Background: an optimization exercise with open tools, aiming at small area and a short achievable clock period. Do not read the settings as production practice. Function was checked by simulation only, so behaviour that the tests miss may differ from the original.

==> flow/design.v (outline; a module is shown in full before it is edited, if it fits) <==
// module cubic_fixed: 882 lines
// module cubic_fa: 7 lines
// module cubic_ha: 7 lines
module cubic_fixed #(
    parameter int WID     = 16,    
    parameter int FBITS   = 8      
)(
    input  logic                        clk,
    input  logic                        rst,
    input  logic signed [WID-1:0]       x,
    input  logic signed [WID-1:0]       a0,
    input  logic signed [WID-1:0]       a1,
    input  logic signed [WID-1:0]       a2,
    output logic signed [WID-1:0]       y
);
  // ...
==> flow/flow/run.sh <==
#!/bin/bash
# Standard ORFS layout (the standard.sh) with two changes:
#  - port buffers use buf_1 instead of the default delay-buffer cell;
#  - timing repair (after floorplan, CTS and global routing) aims for
#    9 ns of setup slack at the 15 ns clock, so the resizer sizes the
#    critical paths.  The SDC (clock period, I/O delays, load) is unchanged.
# Each ORFS step writes its own log under orfs/logs/; make's output goes to
# standard.log.
set -euo pipefail
export BUFFER_PORTS_ARGS="-buffer_cell sky130_fd_sc_hd__buf_1"
export SETUP_SLACK_MARGIN=9
bash standard.sh > standard.log 2>&1
==> flow/standard.sh <==
#!/bin/bash
# synth_recipe.tcl (not shown) runs the flow's synth.tcl, then flattens the netlist and writes it again
# the make line also repeats each setting of config.mk as NAME=value (left out here)
make -C /OpenROAD-flow-scripts/flow DESIGN_CONFIG=/design/flow/config.mk WORK_HOME=/design/flow/orfs CLKGATE_MAP_FILE= SYNTH_SCRIPT=/design/flow/synth_recipe.tcl "${@:-finish}"
==> flow/config.mk <==
export PLATFORM = sky130hd
export DESIGN_NAME = cubic_fixed
export DESIGN_NICKNAME = cubic_fixed
export VERILOG_FILES = /design/flow/design.v
export SDC_FILE = /design/flow/constraint.sdc
export NUM_CORES = 4
export LEC_CHECK = 0
export ABC_AREA = 1
export CAP_MARGIN = 20
export CORE_MARGIN = 2
export CORE_UTILIZATION = 40
export PLACE_DENSITY = 0.8
export SLEW_MARGIN = 20
export SYNTH_HIERARCHICAL = 1
==> flow/constraint.sdc <==
create_clock -name core_clock -period 15.0 [get_ports {clk}]
set_input_delay 3.0000 -clock core_clock [delete_from_list [all_inputs] [get_ports {clk}]]
set_output_delay 3.0000 -clock core_clock [all_outputs]
set_load 0.01 [all_outputs]
==> out/qor.csv, run 1 <==
stage;metric;value;unit
min_path;worstHoldStart;rst_s0$_DFF_P_;
floorplanning;ios;82;
timing;layout_setup_ws;9.14;ns
detailed_routing;drt_iter0_drc;2564;
cells_and_area;drive_gt1_share;8.55;%
setup_path;crit_arrival;6.21;ns
synthesis;ys.flop_type;dfxtp_1;
cells_and_area;flops_and_latches;129;
timing;setup_viol;0;
synthesis;synth_fa_ha_area_share;35.7;%
clocking;path_clk_slew;0.08;ns
synthesis;synthXorXnorAreaFrac;14.6;%
cells_and_area;clkbuf_count;18;
timing;grt_setup_unrepaired;no;
global_routing;grt_pass1_vias;22200;
floorplanning;die-area;63700;um2
setup_path;path_depth;23;
place;placed_area;25800;um2
min_path;whs_path_depth;1;
cells_and_area;insertedDiodeCount;1;
place;post-place-cells;3905;
status;outcome;no timing/DRC/antenna violations;
cells_and_area;clock_area_share;2.08;%
place;dp_slack;8.04;ns
synthesis;syn_inst;3151;
timing;hold-worst-slack;0.413;ns
timing;slew_headroom;46.6;%
global_routing;grt_pass1_wl;115000;um
cells_and_area;fin_util;44.4;%
synthesis;synth_nets;3738;
place;portBuffers;81;
timing;final.setup.tns;0;ns
cells_and_area;inv_count;401;
global_routing;grt-ovfl-total;0;
synthesis;synth-compound-area-share;13.9;%
setup_path;r2r-end;cs_s_s1[10]$_DFF_P_;
min_path;whs_endpoint;rst_s1$_DFF_P_;
setup_path;rr_worst_depth;23;
setup_path;crit_chain;ha_2 > clkinvlp_4 > buf_4 > o22ai_1 > xor2_1 > fa_1 > fa_1 > fa_1 > fa_1 > ha_1 > nand2_1 > nor2_1 > inv_1 > o21ai_1 > nand2_1 > nand3_1 > nand2_1 > nand3_4 > buf_4 > nand2_8 > nand2_1 > nand2_1 > fa_1;
place;post-dp-hpwl;53500;um
==> run 2, diff against run 1 <==
--- a/flow/config.mk
+++ b/flow/config.mk
@@ -9,6 +9,7 @@
 export CAP_MARGIN = 20
 export CORE_MARGIN = 2
 export CORE_UTILIZATION = 40
-export PLACE_DENSITY = 0.8
+export CTS_BUF_LIST = sky130_fd_sc_hd__clkbuf_8
+export CTS_CLUSTER_SIZE = 30
 export SLEW_MARGIN = 20
 export SYNTH_HIERARCHICAL = 1
==> run 2 against run 1 <==
- utilization down 0.46 points
- register-to-register slack better by 0.13 ns
- flip-flop and latch count unchanged
- critical path depth down 6
- critical endpoint is now q_s0[12]$_DFF_P_
- setup slack better by 0.014 ns
- via count down 4.3%
- non-clock buffer count up 7
- synthesized cell count unchanged
- cell count up 0.20%
- global-route usage up 0.55 points
- first-iteration DRC count down 34%
- highest routed layer unchanged
==> out/qor.csv, run 2 <==
stage;metric;value;unit;change
synthesis;ys.flop_type;dfxtp_1;;unchanged
synthesis;synth_edf_count;0;;unchanged
synthesis;ys_async_sr_fraction;0;%;unchanged
place;placed_area;25800;um2;about the same
clocking;cts-root-buf;clkbuf_8;;was clkbuf_16
cells_and_area;largest_reg_flops;17;;unchanged
synthesis;avgSynthCellArea;7.83;um2;unchanged
setup_path;critPathLaunch;x[1];;was x_s0[2]$_DFF_P_
floorplanning;initial_core_util;40.2;%;unchanged
cells_and_area;area_growth;9.39;%;was 10.5%
global_routing;grt_usage;23.0;%;was 22.4%
synthesis;netlist_area;24700;um2;unchanged
timing;slew_viol_final;0;;unchanged
timing;period_share;39.0;%;was 39.1%
synthesis;yosys_warnings;7;;unchanged
timing;fin_skew;0.0274;ns;was 0.0254 ns
floorplanning;die_y;252;um;unchanged
synthesis;yosys.area_share.simple;16.8;%;unchanged
synthesis;synth_top_family_by_area;adder cells;;unchanged
floorplanning;die-area;63700;um2;unchanged
detailed_routing;drt_iter0_drc;1701;;was 2,564
timing;worstMarginPinSlew;0.754;ns;was 0.796 ns
timing;final.setup.tns;0;ns;unchanged
synthesis;synth_top_cells_by_count;543 x nand2_1, 380 x xor2_1, 379 x inv_1;;unchanged
place;post-dp-hpwl;55100;um;was 53,500 um
timing;fmax;171;MHz;about the same
timing;min_period;5.85;ns;was 5.86 ns
clocking;path_clk_slew;0.08;ns;about the same
synthesis;yosysSeqAreaShare;10.5;%;unchanged
place;portBuffers;81;;unchanged
global_routing;grt_antenna_before_repair;1;;was 0
cells_and_area;nNetsFinal;3774;;was 3,767
synthesis;ys_ff_latch;129;;unchanged
synthesis;ys_top_cells_by_area;fa_1 25%, xor2_1 13%, ha_1 11%;;unchanged
synthesis;yosysUniqueCellTypes;49;;unchanged
timing;setup_viol;0;;unchanged
clocking;clock_latency;0.54;ns;was 0.49 ns
detailed_routing;finalWirelength;73100;um;was 73,000 um
detailed_routing;ant_nets;0;;unchanged
cells_and_area;fin_util;44.0;%;was 44.4%
floorplanning;rows;91;;unchanged
setup_path;crit_arrival;6.26;ns;was 6.21 ns
setup_path;r2r_slack;9.27;ns;was 9.14 ns
global_routing;grt-ovfl-total;0;;unchanged
synthesis;synth.area.mux_share;0;%;unchanged
clocking;cts_hold_buf;0;;unchanged
detailed_routing;drc;0;;unchanged
status;outcome;no timing/DRC/antenna violations;;unchanged
synthesis;syn_inst;3151;;unchanged
clocking;cts_made_buffers;17;;unchanged
timing;hold_viol;0;;unchanged
cells_and_area;drive_gt1_share;8.53;%;was 8.55%
clocking;cts_buffer_depth;2;;unchanged
setup_path;path_class;input port to register;;was register to register
clocking;clock-sinks;129;;unchanged
synthesis;synth_top_cell_by_area;fa_1;;unchanged
min_path;worstHoldStart;rst_s0$_DFF_P_;;unchanged
cells_and_area;largest-register;a0n_s0;;unchanged
detailed_routing;vias;21800;;was 22.8k
cells_and_area;final_common_cell;nand2_1;;unchanged
setup_path;startpoint_type;input port;;was register
synthesis;synth_fa_ha_area_share;35.7;%;unchanged
setup_path;cp.required;15.42;ns;was 15.35 ns
clocking;cts_tree;built;;unchanged
detailed_routing;vias_per_cell;5.47;;was 5.72
flow_run;maxCapViolCount;0;;unchanged
setup_path;critPathCaptureType;register;;unchanged
synthesis;synthXorXnorAreaFrac;14.6;%;unchanged
clocking;cts_htree_levels;4;;unchanged
timing;slew_headroom;49.7;%;was 46.6%
global_routing;grt_max_degree;36;;was 34
cells_and_area;regArea;2600;um2;was 2590 um2
cells_and_area;multiInputGateArea;20400;um2;was 20,500 um2
cells_and_area;mostFrequentLayoutCells;535 x nand2_1, 380 x xor2_1, 359 x inv_1, 301 x o22ai_1, 301 x fa_1;;was 534 x nand2_1, 378 x xor2_1, 353 x inv_1, 302 x fa_1, 297 x o22ai_1
synthesis;synth_nets;3738;;unchanged
floorplanning;core;61400;um2;unchanged
setup_path;critPathMaxFanout;14;;was 15
cells_and_area;final_area;27000;um2;was 27,300 um2
synthesis;yosysTopAreaCellShare;24.7;%;unchanged
min_path;hold_path_class;register to register;;unchanged
global_routing;grt_pass1_vias;21600;;was 22.2k
floorplanning;dieWidth;252;um;unchanged
cells_and_area;fill_cells;6207;;was 5,806
setup_path;r2r-start;x_s0[13]$_DFF_P_;;was x_s0[2]$_DFF_P_
timing;grt_setup_unrepaired;yes;;was no
synthesis;synth-compound-area-share;13.9;%;unchanged
floorplanning;ios;82;;unchanged
global_routing;grt_pass1_wl;116000;um;was 115,000 um
synthesis;yosysMostFrequentCell;nand2_1;;unchanged
detailed_routing;avgRoutedWirePerCell;18.3;um;about the same
place;gp_congestion;0.916;;was 0.940
detailed_routing;drtPass1Iterations;6;;was 8
run 2: per-module statistics from Yosys, one instance, submodules excluded:
module / area, um2 / copies in the design / cells
cubic_fa: 20.0 / 286 / 1
cubic_fixed: 18200 / 1 / 2807
cubic_ha: 12.5 / 58 / 1
run 2: metal layers:
metal	wire [um]	track usage [%]
met5	0	0
met4	1740	7.30
met3	5310	4.47
met2	32200	35.6
met1	33800	32.2
run 2: critical path, stage by stage:
cell	delay, ns
buf_2	0.27
inv_4	0.08
ha_4	0.27
nand2_2	0.05
fa_2	0.36
inv_2	0.06
fa_1	0.44
fa_1	0.57
ha_4	0.25
a21oi_2	0.16
o221ai_1	0.13
a21oi_1	0.12
nand2_1	0.13
a21oi_2	0.20
inv_1	0.07
nand2_1	0.05
nand2_1	0.04
run 2: cell type report:
| type | count | area share (%) |
|---|---|---|
| Antenna cell | 1 | 0.00927 |
| Clock buffer | 17 | 0.867 |
| Timing Repair Buffer | 160 | 3.88 |
| Inverter | 396 | 5.76 |
| Tap cell | 790 | 3.66 |
| Clock inverter | 15 | 0.529 |
| Multi-Input combinational cell | 2478 | 75.5 |
| Timing Repair inverter | 5 | 0.121 |
| Sequential cell | 129 | 9.62 |
run 2: metrics by stage:
step	hold WS (ns)	std cells	worst slack [ns]
6_report	0.420	3991	9.15
3_3_place_gp	0.401	3911	8.13
5_1_grt	0.438	3991	8.98
2_1_floorplan	0.392	3151	8.99
4_1_cts	0.428	3950	8.99
3_5_place_dp	0.406	3911	8.01
run 2: final timing paths:
| kind | endpoint | depth (start not counted) |
|---|---|---|
| max | q_s0[12]$_DFF_P_ | 17 |
| min | rst_s1$_DFF_P_ | 1 |
| max reg2reg | cs_s_s1[0]$_DFF_P_ | 22 |
| min reg2reg | rst_s1$_DFF_P_ | 1 |
run 2: kinds of logic (layout without fill, tap and decap cells):
kind of cell | Yosys count | after routing
AOI/OAI and AO/OA | 575 | 575
xor gates and xnor gates | 410 | 410
adders and majority gates | 521 | 521
buffers and inverters | 546 | 593
DFF | 129 | 129
other | 0 | 1
and+or+nand+nor | 970 | 972
run 2: repair_timing:
action,in CTS,in global routing
buffers inserted,5,34
pin swaps,0,6
setup endpoints to repair,60,66
cloned,2,6
resized for setup,27,98
==> run 3, diff against run 2 <==
--- a/flow/config.mk
+++ b/flow/config.mk
@@ -9,7 +9,6 @@
 export CAP_MARGIN = 20
 export CORE_MARGIN = 2
 export CORE_UTILIZATION = 40
-export CTS_BUF_LIST = sky130_fd_sc_hd__clkbuf_8
-export CTS_CLUSTER_SIZE = 30
+export CTS_BUF_LIST = sky130_fd_sc_hd__clkbuf_4 sky130_fd_sc_hd__clkbuf_8
 export SLEW_MARGIN = 20
 export SYNTH_HIERARCHICAL = 1
==> run 3 against run 2 <==
- largest cell class unchanged
- synthesized cell count did not move
- highest routed layer unchanged
- first-iteration DRC count did not move
- non-clock buffer count unchanged
- worst hold slack is the same
- register-to-register slack hardly changed
- sequential share of layout area did not move
==> out/qor.csv, run 3 <==
stage;metric;value;unit;change
synthesis;avgSynthCellArea;7.83;um2;unchanged
clocking;path_clk_slew;0.08;ns;about the same
synthesis;netlist_area;24700;um2;unchanged
clocking;cts-root-buf;clkbuf_8;;unchanged
cells_and_area;mostFrequentLayoutCells;535 x nand2_1, 380 x xor2_1, 359 x inv_1, 301 x o22ai_1, 301 x fa_1;;unchanged
timing;fin_skew;0.0274;ns;unchanged
min_path;hold_path_class;register to register;;unchanged
global_routing;grt_max_degree;36;;unchanged
cells_and_area;final_common_cell;nand2_1;;unchanged
timing;hold_viol;0;;unchanged
clocking;clock-sinks;129;;unchanged
timing;min_period;5.85;ns;unchanged
timing;grt_setup_unrepaired;yes;;unchanged
place;placed_area;25800;um2;unchanged
global_routing;grt_antenna_before_repair;1;;unchanged
setup_path;cp.required;15.42;ns;about the same
cells_and_area;area_growth;9.39;%;unchanged
floorplanning;core;61400;um2;unchanged
place;portBuffers;81;;unchanged
cells_and_area;largest_reg_flops;17;;unchanged
clocking;clock_latency;0.54;ns;about the same
flow_run;maxCapViolCount;0;;unchanged
timing;final.setup.tns;0;ns;unchanged
global_routing;grt-ovfl-total;0;;unchanged
floorplanning;die-area;63700;um2;unchanged
synthesis;yosysUniqueCellTypes;49;;unchanged
synthesis;ys_ff_latch;129;;unchanged
detailed_routing;finalWirelength;73100;um;unchanged
floorplanning;dieWidth;252;um;unchanged
detailed_routing;drtPass1Iterations;6;;unchanged
synthesis;synth_nets;3738;;unchanged
detailed_routing;ant_nets;0;;unchanged
place;gp_congestion;0.916;;unchanged
cells_and_area;drive_gt1_share;8.53;%;unchanged
global_routing;grt_pass1_vias;21600;;unchanged
setup_path;startpoint_type;input port;;unchanged
synthesis;ys.flop_type;dfxtp_1;;unchanged
synthesis;yosys_warnings;7;;unchanged
synthesis;synth_edf_count;0;;unchanged
global_routing;grt_usage;23.0;%;unchanged
synthesis;synth_top_cell_by_area;fa_1;;unchanged
synthesis;synth_top_cells_by_count;543 x nand2_1, 380 x xor2_1, 379 x inv_1;;unchanged
timing;period_share;39.0;%;unchanged
synthesis;yosysTopAreaCellShare;24.7;%;unchanged
synthesis;ys_async_sr_fraction;0;%;unchanged
detailed_routing;drt_iter0_drc;1701;;unchanged
setup_path;critPathMaxFanout;14;;unchanged
timing;hold-worst-slack;0.420;ns;unchanged
setup_path;path_class;input port to register;;unchanged
timing;worstMarginPinSlew;0.754;ns;unchanged
global_routing;grt_pass1_wl;116000;um;unchanged
clocking;cts_hold_buf;0;;unchanged
detailed_routing;drc;0;;unchanged
timing;setup_viol;0;;unchanged
detailed_routing;vias;21800;;unchanged
clocking;cts_htree_levels;4;;unchanged
clocking;cts_buffer_depth;2;;unchanged
cells_and_area;largest-register;a0n_s0;;unchanged
timing;fmax;171;MHz;unchanged
place;post-place-cells;3911;;unchanged
synthesis;syn_inst;3151;;unchanged
status;outcome;no timing/DRC/antenna violations;;unchanged
floorplanning;rows;91;;unchanged
floorplanning;die_y;252;um;unchanged
detailed_routing;avgRoutedWirePerCell;18.3;um;unchanged
setup_path;crit_arrival;6.26;ns;about the same
cells_and_area;finalNonFillerCells;3991;;unchanged
synthesis;yosysSeqAreaShare;10.5;%;unchanged
timing;slew_viol_final;0;;unchanged
synthesis;ys_top_cells_by_area;fa_1 25%, xor2_1 13%, ha_1 11%;;unchanged
floorplanning;initial_core_util;40.2;%;unchanged
floorplanning;ios;82;;unchanged
cells_and_area;nNetsFinal;3774;;unchanged
synthesis;yosysMostFrequentCell;nand2_1;;unchanged
clocking;cts_tree;built;;unchanged
timing;slew_headroom;49.7;%;unchanged
place;post-dp-hpwl;55100;um;unchanged
detailed_routing;vias_per_cell;5.47;;unchanged
setup_path;critPathCaptureType;register;;unchanged
clocking;cts_made_buffers;17;;unchanged
cells_and_area;final_area;27000;um2;unchanged
## run 3: worst paths after layout
check / start / endpoint / slack [ns] / cells past startpoint
worst min-delay path: rst_s0$_DFF_P_ / rst_s1$_DFF_P_ / 0.42 / 1
worst min register to register: rst_s0$_DFF_P_ / rst_s1$_DFF_P_ / 0.42 / 1
worst max-delay path: x[1] / q_s0[12]$_DFF_P_ / 9.15 / 17
worst max register to register: x_s0[13]$_DFF_P_ / cs_s_s1[0]$_DFF_P_ / 9.27 / 22
## run 3: cells by family (layout without fill, tap and decap cells)
family	after synthesis	count (layout)	share of synthesized area, %
and+or+nand+nor	970	972	16.8
AOI/OAI and AO/OA	575	575	13.9
buffers and inverters	546	593	8.58
adders and majority gates	521	521	35.7
xor gates and xnor gates	410	410	14.6
DFF	129	129	10.5
other	0	1	0
## run 3: layer usage
metal / vias up / routed length, um / track usage [%]
li1: 10400 / - / -
met1: 10500 / 33800 / 32.2
met2: 817 / 32200 / 35.6
met3: 123 / 5310 / 4.47
met4: 0 / 1740 / 7.30
met5: - / 0 / 0
## run 3: what timing repair did
item | in CTS | in global routing
setup buffers | 5 | 34
pin swaps | 0 | 6
endpoints found under the setup margin | 60 | 66
gates resized for setup | 27 | 98
gates cloned | 2 | 6
## run 3: per-module statistics from Yosys (local to each module, per instance)
module	flops+latches	cells	cell area [um2]
cubic_fixed	129	2807	18200
cubic_fa	0	1	20.0
cubic_ha	0	1	12.5
## run 3: cell type report
cell class                      instances  area (um2)
Fill cell                            6207       34400
Multi-Input combinational cell       2478       20400
Sequential cell                       129        2600
Inverter                              396        1560
Timing Repair Buffer                  160        1050
Tap cell                              790         988
Clock buffer                           17         234
Clock inverter                         15         143
Timing Repair inverter                  5        32.5
Antenna cell                            1        2.50
## run 3: stage by stage
step,worst slack (ns),utilization (%)
5_1_grt,8.98,44.0
2_1_floorplan,8.99,-
3_5_place_dp,8.01,42.1
4_1_cts,8.99,42.9
6_report,9.15,44.0
3_3_place_gp,8.13,42.1
## run 3: worst max-delay path, stage by stage
cell and delay (ns):
buf_2 0.27, inv_4 0.08, ha_4 0.27, nand2_2 0.05, fa_2 0.36, inv_2 0.06
fa_1 0.44, fa_1 0.57, ha_4 0.25, a21oi_2 0.16, o221ai_1 0.13, a21oi_1 0.12
nand2_1 0.13, a21oi_2 0.20, inv_1 0.07, nand2_1 0.05, nand2_1 0.04

-- separate check: timing with driven ports --
Ports are ideal in the flow. The routed layouts listed here were re-timed in OpenROAD. Step 1: set_driving_cell puts a clkbuf_16 on clk and a buf_2 on each other input, an assumption about the parent block. Step 2, shift: input delay + t, output delay - t, t = (earliest + latest rising clock arrival at the registers) / 2. This alone moves slack from input paths to output paths. a / b / c = ideal ports / drivers / drivers and shift; a / b = the first two.
run | t (ns) | setup WS [ns] | worst hold slack (ns) | worst setup path after step 2 | cell pins on the clock port's net
run 1 | 0.536 | 9.139 / 9.139 / 8.642 | 0.413 / 0.413 / 0.413 | input to register | 1
run 2 | 0.587 | 9.153 / 9.173 / 8.604 | 0.420 / 0.420 / 0.420 | input to register | 1
run 3 | 0.587 | 9.153 / 9.173 / 8.604 | 0.420 / 0.420 / 0.420 | input to register | 1
After both steps setup and hold are still met in every run listed.
